Background: an optimization exercise with open tools, aiming at small area. Do not read the settings as production practice. The RTL was checked by simulation tests, not by an equivalence proof against the original design. Power is estimated from default activity; no workload was simulated.

==> run C: inputs <==
Design control_divergence_stack, start of the top module:
module 	control_divergence_stack	#(parameter STACK_DEPTH=8, LOG2_STACK_DEPTH=3, STACK_WIDTH=72, PC_WIDTH=32)
					(
					clk,
					rst_n,
					is_branch,
					data_in_1,
					data_in_2,
					new_reconv_PC,
					fetch_PC,
					stack_full,
					stack_empty,
					sm_busy,
					data_out,
					data_vld
					);
==> module stack, before the edit <==
module stack #(parameter STACK_DEPTH=8, STACK_WIDTH=72, PC_WIDTH=32)
	(
	input                         clk,
	input  [STACK_DEPTH-1:0]      we_hi,
	input  [STACK_DEPTH-1:0]      we_pc,
	input  [STACK_WIDTH-1:0]      bus_e,
	input  [STACK_WIDTH-1:0]      bus_o,
	input  [STACK_DEPTH-1:0]      rsel,
	output [STACK_WIDTH-1:0]      rd
	);
reg [STACK_WIDTH-1:0] S [0:STACK_DEPTH-1];
genvar r;
generate
for (r = 0; r < STACK_DEPTH; r = r + 1) begin : row
	wire [STACK_WIDTH-1:0] wd = r[0] ? bus_o : bus_e;
	always @(posedge clk) begin
		if (we_hi[r]) S[r][STACK_WIDTH-1:PC_WIDTH] <= wd[STACK_WIDTH-1:PC_WIDTH];
		if (we_pc[r]) S[r][PC_WIDTH-1:0] <= wd[PC_WIDTH-1:0];
	end
end
endgenerate
integer i;
reg [STACK_WIDTH-1:0] rd_r;
always @(*) begin
	rd_r = {STACK_WIDTH{1'b0}};
	for (i = 0; i < STACK_DEPTH; i = i + 1)
		rd_r = rd_r | ({STACK_WIDTH{rsel[i]}} & S[i]);
end
assign rd = rd_r;
endmodule
==> module control_divergence_stack, before the edit <==
module 	control_divergence_stack	#(parameter STACK_DEPTH=8, LOG2_STACK_DEPTH=3, STACK_WIDTH=72, PC_WIDTH=32)
					(
					clk,
					rst_n,
					is_branch,
					data_in_1,
					data_in_2,
					new_reconv_PC,
					fetch_PC,
					stack_full,
					stack_empty,
					sm_busy,
					data_out,
					data_vld
					);
input 	clk;
input	rst_n;
input 	is_branch;
input	[STACK_WIDTH-1:0] data_in_1;
input	[STACK_WIDTH-1:0] data_in_2;
input	[PC_WIDTH-1:0]	  new_reconv_PC;
input	[PC_WIDTH-1:0]	  fetch_PC;
output	stack_full;
output	stack_empty;
output	sm_busy;
output	[STACK_WIDTH-1:0] data_out;
output	data_vld;
reg	busy, vld, st_a;
reg	[LOG2_STACK_DEPTH-1:0] top;
reg	full;
reg	[PC_WIDTH-1:0] rpc;
wire	[STACK_WIDTH-1:0] rd;
wire	idle      = !busy;
wire	empty     = (top == 3'd0) && !full;
wire	st_pps    = busy & vld & !st_a;
wire	st_pop    = busy & vld & st_a;
wire	idle_ap   = !busy & st_a;
wire	[PC_WIDTH-1:0] R = (idle_ap && !empty) ? rd[63:32] : rpc;
wire	match     = (fetch_PC == R) && !empty;
wire	br        = idle & is_branch;
wire	do_pop    = idle & !is_branch & match;
wire	inc       = br | (busy & !st_a);
wire	dec       = do_pop;
wire	[LOG2_STACK_DEPTH-1:0] top_p1 = top + 3'd1;
wire	[LOG2_STACK_DEPTH-1:0] top_m1 = top - 3'd1;
wire	[LOG2_STACK_DEPTH-1:0] top_m2 = top - 3'd2;
wire	[LOG2_STACK_DEPTH-1:0] ridx   = st_pps ? top_m2 : st_pop ? top : top_m1;
always @(posedge clk)
begin
	if (!rst_n)
	begin
		busy <= 1'b0;
		vld  <= 1'b0;
		st_a <= 1'b0;
		top  <= 3'd0;
		full <= 1'b0;
	end
	else
	begin
		busy <= br | do_pop | st_pps;
		vld  <= (br & !empty) | do_pop;
		st_a <= do_pop | (busy & vld);
		if (inc)
			top <= top_p1;
		else if (dec)
			top <= top_m1;
		if (inc && top == 3'd7)
			full <= 1'b1;
		else if (dec && top == 3'd0)
			full <= 1'b0;
	end
end
always @(posedge clk)
begin
	if (br)
		rpc <= new_reconv_PC;
	else if (idle_ap && !empty)
		rpc <= rd[63:32];
end
wire	[STACK_WIDTH-1:0] din_e = top[0] ? data_in_2 : data_in_1;
wire	[STACK_WIDTH-1:0] din_o = top[0] ? data_in_1 : data_in_2;
wire	[STACK_WIDTH-1:0] bus_e = {din_e[STACK_WIDTH-1:PC_WIDTH], busy ? rpc : din_e[PC_WIDTH-1:0]};
wire	[STACK_WIDTH-1:0] bus_o = {din_o[STACK_WIDTH-1:PC_WIDTH], busy ? rpc : din_o[PC_WIDTH-1:0]};
wire	[STACK_DEPTH-1:0] sel_t   = 8'd1 << top;
wire	[STACK_DEPTH-1:0] sel_t1  = 8'd1 << top_p1;
wire	[STACK_DEPTH-1:0] rsel    = 8'd1 << ridx;
wire	[STACK_DEPTH-1:0] we_hi   = br ? (sel_t | sel_t1) : 8'd0;
wire	[STACK_DEPTH-1:0] we_pc   = we_hi | (st_pps ? rsel : 8'd0);
stack	#(.STACK_DEPTH(STACK_DEPTH), .STACK_WIDTH(STACK_WIDTH), .PC_WIDTH(PC_WIDTH))
	STACK	(
		.clk	(clk),
		.we_hi	(we_hi),
		.we_pc	(we_pc),
		.bus_e	(bus_e),
		.bus_o	(bus_o),
		.rsel	(rsel),
		.rd	(rd)
		);
assign	sm_busy     = busy;
assign	data_vld    = vld;
assign	stack_full  = full;
assign	stack_empty = empty;
assign	data_out    = rd;
endmodule
Settings: LEC_CHECK=0, CAP_MARGIN=20, CORE_MARGIN=2, CORE_UTILIZATION=40, SLEW_MARGIN=20; clock period 7.0 ns.
run.sh (not shown) runs the stock make flow with config.mk's settings and CLKGATE_MAP_FILE= SYNTH_SCRIPT=/design/flow/synth_recipe.tcl, a recipe that flattens the netlist after the stock synthesis.
==> run E: changes against run C <==
--- a/flow/design.v
+++ b/flow/design.v
@@ -14,8 +14,8 @@
 for (r = 0; r < STACK_DEPTH; r = r + 1) begin : row
 	wire [STACK_WIDTH-1:0] wd = r[0] ? bus_o : bus_e;
 	always @(posedge clk) begin
-		if (we_hi[r]) S[r][STACK_WIDTH-1:PC_WIDTH] <= wd[STACK_WIDTH-1:PC_WIDTH];
-		if (we_pc[r]) S[r][PC_WIDTH-1:0] <= wd[PC_WIDTH-1:0];
+		if (we_hi[r]) S[r][STACK_WIDTH-1:PC_WIDTH] <= ~wd[STACK_WIDTH-1:PC_WIDTH];
+		if (we_pc[r]) S[r][PC_WIDTH-1:0] <= ~wd[PC_WIDTH-1:0];
 	end
 end
 endgenerate
@@ -26,7 +26,7 @@
 	for (i = 0; i < STACK_DEPTH; i = i + 1)
 		rd_r = rd_r | ({STACK_WIDTH{rsel[i]}} & S[i]);
 end
-assign rd = rd_r;
+assign rd = ~rd_r;
 endmodule
 module 	control_divergence_stack	#(parameter STACK_DEPTH=8, LOG2_STACK_DEPTH=3, STACK_WIDTH=72, PC_WIDTH=32)
 					(
@@ -58,23 +58,22 @@
 reg	busy, vld, st_a;
 reg	[LOG2_STACK_DEPTH-1:0] top;
 reg	full;
-reg	[PC_WIDTH-1:0] rpc;
+reg	[PC_WIDTH-1:0] nrpc_q;
 wire	[STACK_WIDTH-1:0] rd;
 wire	idle      = !busy;
 wire	empty     = (top == 3'd0) && !full;
-wire	st_pps    = busy & vld & !st_a;
+wire	st_save   = busy & !st_a;		 
 wire	st_pop    = busy & vld & st_a;
-wire	idle_ap   = !busy & st_a;
-wire	[PC_WIDTH-1:0] R = (idle_ap && !empty) ? rd[63:32] : rpc;
+wire	[PC_WIDTH-1:0] R = st_a ? rd[63:32] : rd[PC_WIDTH-1:0];
 wire	match     = (fetch_PC == R) && !empty;
 wire	br        = idle & is_branch;
 wire	do_pop    = idle & !is_branch & match;
-wire	inc       = br | (busy & !st_a);
+wire	inc       = br | st_save;
 wire	dec       = do_pop;
 wire	[LOG2_STACK_DEPTH-1:0] top_p1 = top + 3'd1;
 wire	[LOG2_STACK_DEPTH-1:0] top_m1 = top - 3'd1;
-wire	[LOG2_STACK_DEPTH-1:0] top_m2 = top - 3'd2;
-wire	[LOG2_STACK_DEPTH-1:0] ridx   = st_pps ? top_m2 : st_pop ? top : top_m1;
+wire	[LOG2_STACK_DEPTH-1:0] ridx   = busy ? (st_pop ? top : top - 3'd2) :
+					(st_a ? top_m1 : top - 3'd3);
 always @(posedge clk)
 begin
 	if (!rst_n)
@@ -87,9 +86,9 @@
 	end
 	else
 	begin
-		busy <= br | do_pop | st_pps;
+		busy <= br | do_pop | (st_save & vld);
 		vld  <= (br & !empty) | do_pop;
-		st_a <= do_pop | (busy & vld);
+		st_a <= busy ? vld : (do_pop | (st_a & !is_branch));
 		if (inc)
 			top <= top_p1;
 		else if (dec)
@@ -101,21 +100,16 @@
 	end
 end
 always @(posedge clk)
-begin
-	if (br)
-		rpc <= new_reconv_PC;
-	else if (idle_ap && !empty)
-		rpc <= rd[63:32];
-end
+	nrpc_q <= new_reconv_PC;
 wire	[STACK_WIDTH-1:0] din_e = top[0] ? data_in_2 : data_in_1;
 wire	[STACK_WIDTH-1:0] din_o = top[0] ? data_in_1 : data_in_2;
-wire	[STACK_WIDTH-1:0] bus_e = {din_e[STACK_WIDTH-1:PC_WIDTH], busy ? rpc : din_e[PC_WIDTH-1:0]};
-wire	[STACK_WIDTH-1:0] bus_o = {din_o[STACK_WIDTH-1:PC_WIDTH], busy ? rpc : din_o[PC_WIDTH-1:0]};
+wire	[STACK_WIDTH-1:0] bus_e = {din_e[STACK_WIDTH-1:PC_WIDTH], busy ? nrpc_q : din_e[PC_WIDTH-1:0]};
+wire	[STACK_WIDTH-1:0] bus_o = {din_o[STACK_WIDTH-1:PC_WIDTH], busy ? nrpc_q : din_o[PC_WIDTH-1:0]};
 wire	[STACK_DEPTH-1:0] sel_t   = 8'd1 << top;
 wire	[STACK_DEPTH-1:0] sel_t1  = 8'd1 << top_p1;
 wire	[STACK_DEPTH-1:0] rsel    = 8'd1 << ridx;
 wire	[STACK_DEPTH-1:0] we_hi   = br ? (sel_t | sel_t1) : 8'd0;
-wire	[STACK_DEPTH-1:0] we_pc   = we_hi | (st_pps ? rsel : 8'd0);
+wire	[STACK_DEPTH-1:0] we_pc   = we_hi | (st_save ? rsel : 8'd0);
 stack	#(.STACK_DEPTH(STACK_DEPTH), .STACK_WIDTH(STACK_WIDTH), .PC_WIDTH(PC_WIDTH))
 	STACK	(
 		.clk	(clk),
==> flow/flow/run.sh (new file) <==
#!/bin/bash
# The standard layout (standard.sh), with:
#  - the combinational mapping done by an area-oriented abc script,
#  - port buffers of the smallest buffer cell,
#  - a clock tree without dummy loads: clkbuf_16 at the leaves, clkbuf_4/8 above.
set -euo pipefail
here=$(pwd)
export MY_ABC_SCRIPT=$here/flow/area.abc
export BUFFER_PORTS_ARGS="-buffer_cell sky130_fd_sc_hd__buf_1"
export CTS_ARGS="-sink_clustering_enable -repair_clock_nets -dont_use_dummy_load -buf_list {sky130_fd_sc_hd__clkbuf_4 sky130_fd_sc_hd__clkbuf_8} -sink_clustering_buffer sky130_fd_sc_hd__clkbuf_16 -sink_clustering_size 30 -sink_clustering_max_diameter 80"
sed "s|SYNTH_SCRIPT=[^ ]*|SYNTH_SCRIPT=$here/flow/synth.tcl|" standard.sh > my_standard.sh
grep -q "SYNTH_SCRIPT=$here/flow/synth.tcl" my_standard.sh
bash my_standard.sh > flow.log 2>&1
==> flow/flow/area.abc (new file) <==
strash
dc2
&get -n
&dch -f
&nf -R 1000 -p
&put
strash
&get -n
&dch
&nf -R 1000 -p
&put
topo
==> flow/flow/synth.tcl (new file) <==
# The standard synthesis (synth_recipe.tcl), with only the abc script
# of the combinational mapping replaced by flow/area.abc
proc synth {args} { yosys synth -nofsm -noshare {*}$args }
proc abc {args} {
  set i [lsearch -exact $args -script]
  if {$i >= 0} { lset args [expr {$i + 1}] $::env(MY_ABC_SCRIPT) }
  yosys abc {*}$args
}
source $::env(SCRIPTS_DIR)/synth.tcl
# left out here: clear keep_hierarchy, flatten, clean up, hide names made inside functions, write 1_2_yosys.v
==> flow/standard.sh (new file) <==
#!/bin/bash
# synth_recipe.tcl (not shown) runs the flow's synth.tcl, then flattens the netlist and writes it again
# the make line also repeats each setting of config.mk as NAME=value (left out here)
make -C /OpenROAD-flow-scripts/flow DESIGN_CONFIG=/design/flow/config.mk WORK_HOME=/design/flow/orfs CLKGATE_MAP_FILE= SYNTH_SCRIPT=/design/flow/synth_recipe.tcl "${@:-finish}"
- CORE_UTILIZATION: 40 -> 35
removed: flow/run.sh
==> run B: changes against run C <==
--- a/flow/design.v
+++ b/flow/design.v
@@ -58,23 +58,22 @@
 reg	busy, vld, st_a;
 reg	[LOG2_STACK_DEPTH-1:0] top;
 reg	full;
-reg	[PC_WIDTH-1:0] rpc;
+reg	[PC_WIDTH-1:0] nrpc_q;
 wire	[STACK_WIDTH-1:0] rd;
 wire	idle      = !busy;
 wire	empty     = (top == 3'd0) && !full;
-wire	st_pps    = busy & vld & !st_a;
+wire	st_save   = busy & !st_a;		 
 wire	st_pop    = busy & vld & st_a;
-wire	idle_ap   = !busy & st_a;
-wire	[PC_WIDTH-1:0] R = (idle_ap && !empty) ? rd[63:32] : rpc;
+wire	[PC_WIDTH-1:0] R = st_a ? rd[63:32] : rd[PC_WIDTH-1:0];
 wire	match     = (fetch_PC == R) && !empty;
 wire	br        = idle & is_branch;
 wire	do_pop    = idle & !is_branch & match;
-wire	inc       = br | (busy & !st_a);
+wire	inc       = br | st_save;
 wire	dec       = do_pop;
 wire	[LOG2_STACK_DEPTH-1:0] top_p1 = top + 3'd1;
 wire	[LOG2_STACK_DEPTH-1:0] top_m1 = top - 3'd1;
-wire	[LOG2_STACK_DEPTH-1:0] top_m2 = top - 3'd2;
-wire	[LOG2_STACK_DEPTH-1:0] ridx   = st_pps ? top_m2 : st_pop ? top : top_m1;
+wire	[LOG2_STACK_DEPTH-1:0] ridx   = busy ? (st_pop ? top : top - 3'd2) :
+					(st_a ? top_m1 : top - 3'd3);
 always @(posedge clk)
 begin
 	if (!rst_n)
@@ -87,9 +86,9 @@
 	end
 	else
 	begin
-		busy <= br | do_pop | st_pps;
+		busy <= br | do_pop | (st_save & vld);
 		vld  <= (br & !empty) | do_pop;
-		st_a <= do_pop | (busy & vld);
+		st_a <= busy ? vld : (do_pop | (st_a & !is_branch));
 		if (inc)
 			top <= top_p1;
 		else if (dec)
@@ -101,21 +100,16 @@
 	end
 end
 always @(posedge clk)
-begin
-	if (br)
-		rpc <= new_reconv_PC;
-	else if (idle_ap && !empty)
-		rpc <= rd[63:32];
-end
+	nrpc_q <= new_reconv_PC;
 wire	[STACK_WIDTH-1:0] din_e = top[0] ? data_in_2 : data_in_1;
 wire	[STACK_WIDTH-1:0] din_o = top[0] ? data_in_1 : data_in_2;
-wire	[STACK_WIDTH-1:0] bus_e = {din_e[STACK_WIDTH-1:PC_WIDTH], busy ? rpc : din_e[PC_WIDTH-1:0]};
-wire	[STACK_WIDTH-1:0] bus_o = {din_o[STACK_WIDTH-1:PC_WIDTH], busy ? rpc : din_o[PC_WIDTH-1:0]};
+wire	[STACK_WIDTH-1:0] bus_e = {din_e[STACK_WIDTH-1:PC_WIDTH], busy ? nrpc_q : din_e[PC_WIDTH-1:0]};
+wire	[STACK_WIDTH-1:0] bus_o = {din_o[STACK_WIDTH-1:PC_WIDTH], busy ? nrpc_q : din_o[PC_WIDTH-1:0]};
 wire	[STACK_DEPTH-1:0] sel_t   = 8'd1 << top;
 wire	[STACK_DEPTH-1:0] sel_t1  = 8'd1 << top_p1;
 wire	[STACK_DEPTH-1:0] rsel    = 8'd1 << ridx;
 wire	[STACK_DEPTH-1:0] we_hi   = br ? (sel_t | sel_t1) : 8'd0;
-wire	[STACK_DEPTH-1:0] we_pc   = we_hi | (st_pps ? rsel : 8'd0);
+wire	[STACK_DEPTH-1:0] we_pc   = we_hi | (st_save ? rsel : 8'd0);
 stack	#(.STACK_DEPTH(STACK_DEPTH), .STACK_WIDTH(STACK_WIDTH), .PC_WIDTH(PC_WIDTH))
 	STACK	(
 		.clk	(clk),
==> flow/flow/run.sh (new file) <==
#!/bin/bash
# The standard layout (standard.sh), with:
#  - the combinational mapping done by an area-oriented abc script,
#  - port buffers of the smallest buffer cell,
#  - a clock tree of clkbuf_4/clkbuf_8 without dummy loads.
set -euo pipefail
here=$(pwd)
export MY_ABC_SCRIPT=$here/flow/area.abc
export BUFFER_PORTS_ARGS="-buffer_cell sky130_fd_sc_hd__buf_1"
export CTS_ARGS="-sink_clustering_enable -repair_clock_nets -dont_use_dummy_load -buf_list {sky130_fd_sc_hd__clkbuf_8 sky130_fd_sc_hd__clkbuf_16} -sink_clustering_size 30 -sink_clustering_max_diameter 80"
sed "s|SYNTH_SCRIPT=[^ ]*|SYNTH_SCRIPT=$here/flow/synth.tcl|" standard.sh > my_standard.sh
grep -q "SYNTH_SCRIPT=$here/flow/synth.tcl" my_standard.sh
bash my_standard.sh > flow.log 2>&1
==> flow/flow/area.abc (new file) <==
strash
dc2
&get -n
&dch -f
&nf -R 1000 -p
&put
strash
&get -n
&dch -f
&nf -R 1000 -p
&put
topo
==> flow/flow/synth.tcl (new file) <==
# The standard synthesis (synth_recipe.tcl), with only the abc script
# of the combinational mapping replaced by flow/area.abc
proc synth {args} { yosys synth -nofsm -noshare {*}$args }
proc abc {args} {
  set i [lsearch -exact $args -script]
  if {$i >= 0} { lset args [expr {$i + 1}] $::env(MY_ABC_SCRIPT) }
  yosys abc {*}$args
}
source $::env(SCRIPTS_DIR)/synth.tcl
# left out here: clear keep_hierarchy, flatten, clean up, hide names made inside functions, write 1_2_yosys.v
==> flow/standard.sh (new file) <==
#!/bin/bash
# synth_recipe.tcl (not shown) runs the flow's synth.tcl, then flattens the netlist and writes it again
# the make line also repeats each setting of config.mk as NAME=value (left out here)
make -C /OpenROAD-flow-scripts/flow DESIGN_CONFIG=/design/flow/config.mk WORK_HOME=/design/flow/orfs CLKGATE_MAP_FILE= SYNTH_SCRIPT=/design/flow/synth_recipe.tcl "${@:-finish}"
- CAP_MARGIN: 20 -> 5
- CORE_UTILIZATION: 40 -> 30
- SLEW_MARGIN: 20 -> 5
removed: flow/run.sh
==> run summary <==
Of run B and run C, run B has the higher maximum frequency (gap about 11%, measured against run C). Of run B and run E, run E has the higher critical path depth (gap 9). Via count: run E < run B < run C. The lowest combinational power belongs to run B, the highest to run C. Die area: run E < run C < run B. Clock skew, highest first: run B, run E, run C. Synthesized cell count, highest first: run C, run B, run E. Non-clock buffer count: run C is higher than run B (23). Synthesized area: run E < run B < run C. Of run E and run B, run B has the higher hold slack (gap 3.0 ps).

[static timing again, ports no longer ideal]
In the flow no input, the clock included, has a driving cell. The finished layouts below were timed again as built, in two steps.
Step 1: set_driving_cell puts a clkbuf_16 on clk and a buf_2 on each other input, an assumption about the parent block.
Step 2 moves the port delays by t, midway between the first and last clock arrival at a register: inputs arrive t later, outputs are due t later. That takes back most of the time a late clock gives input paths.
Three values: ideal ports, drivers, drivers and shift; two values: the first two.
| run | shift t [ns] | setup WS [ns] | slew at the worst register clock pin (ns) | worst slew at a driven data input, ns | cell pins on the clock port's net |
|---|---|---|---|---|---|
| run C | 0.671 | 0.433 / 0.372 / 1.043 | 0.06 / 0.06 | 0.12 | 1 |
| run E | 0.750 | 0.769 / 0.749 / 0.769 | 0.11 / 0.11 | 0.12 | 1 |
| run B | 0.654 | 1.089 / 1.029 / 1.224 | 0.11 / 0.11 | 0.12 | 1 |
After both steps setup and hold are still met in every run listed.
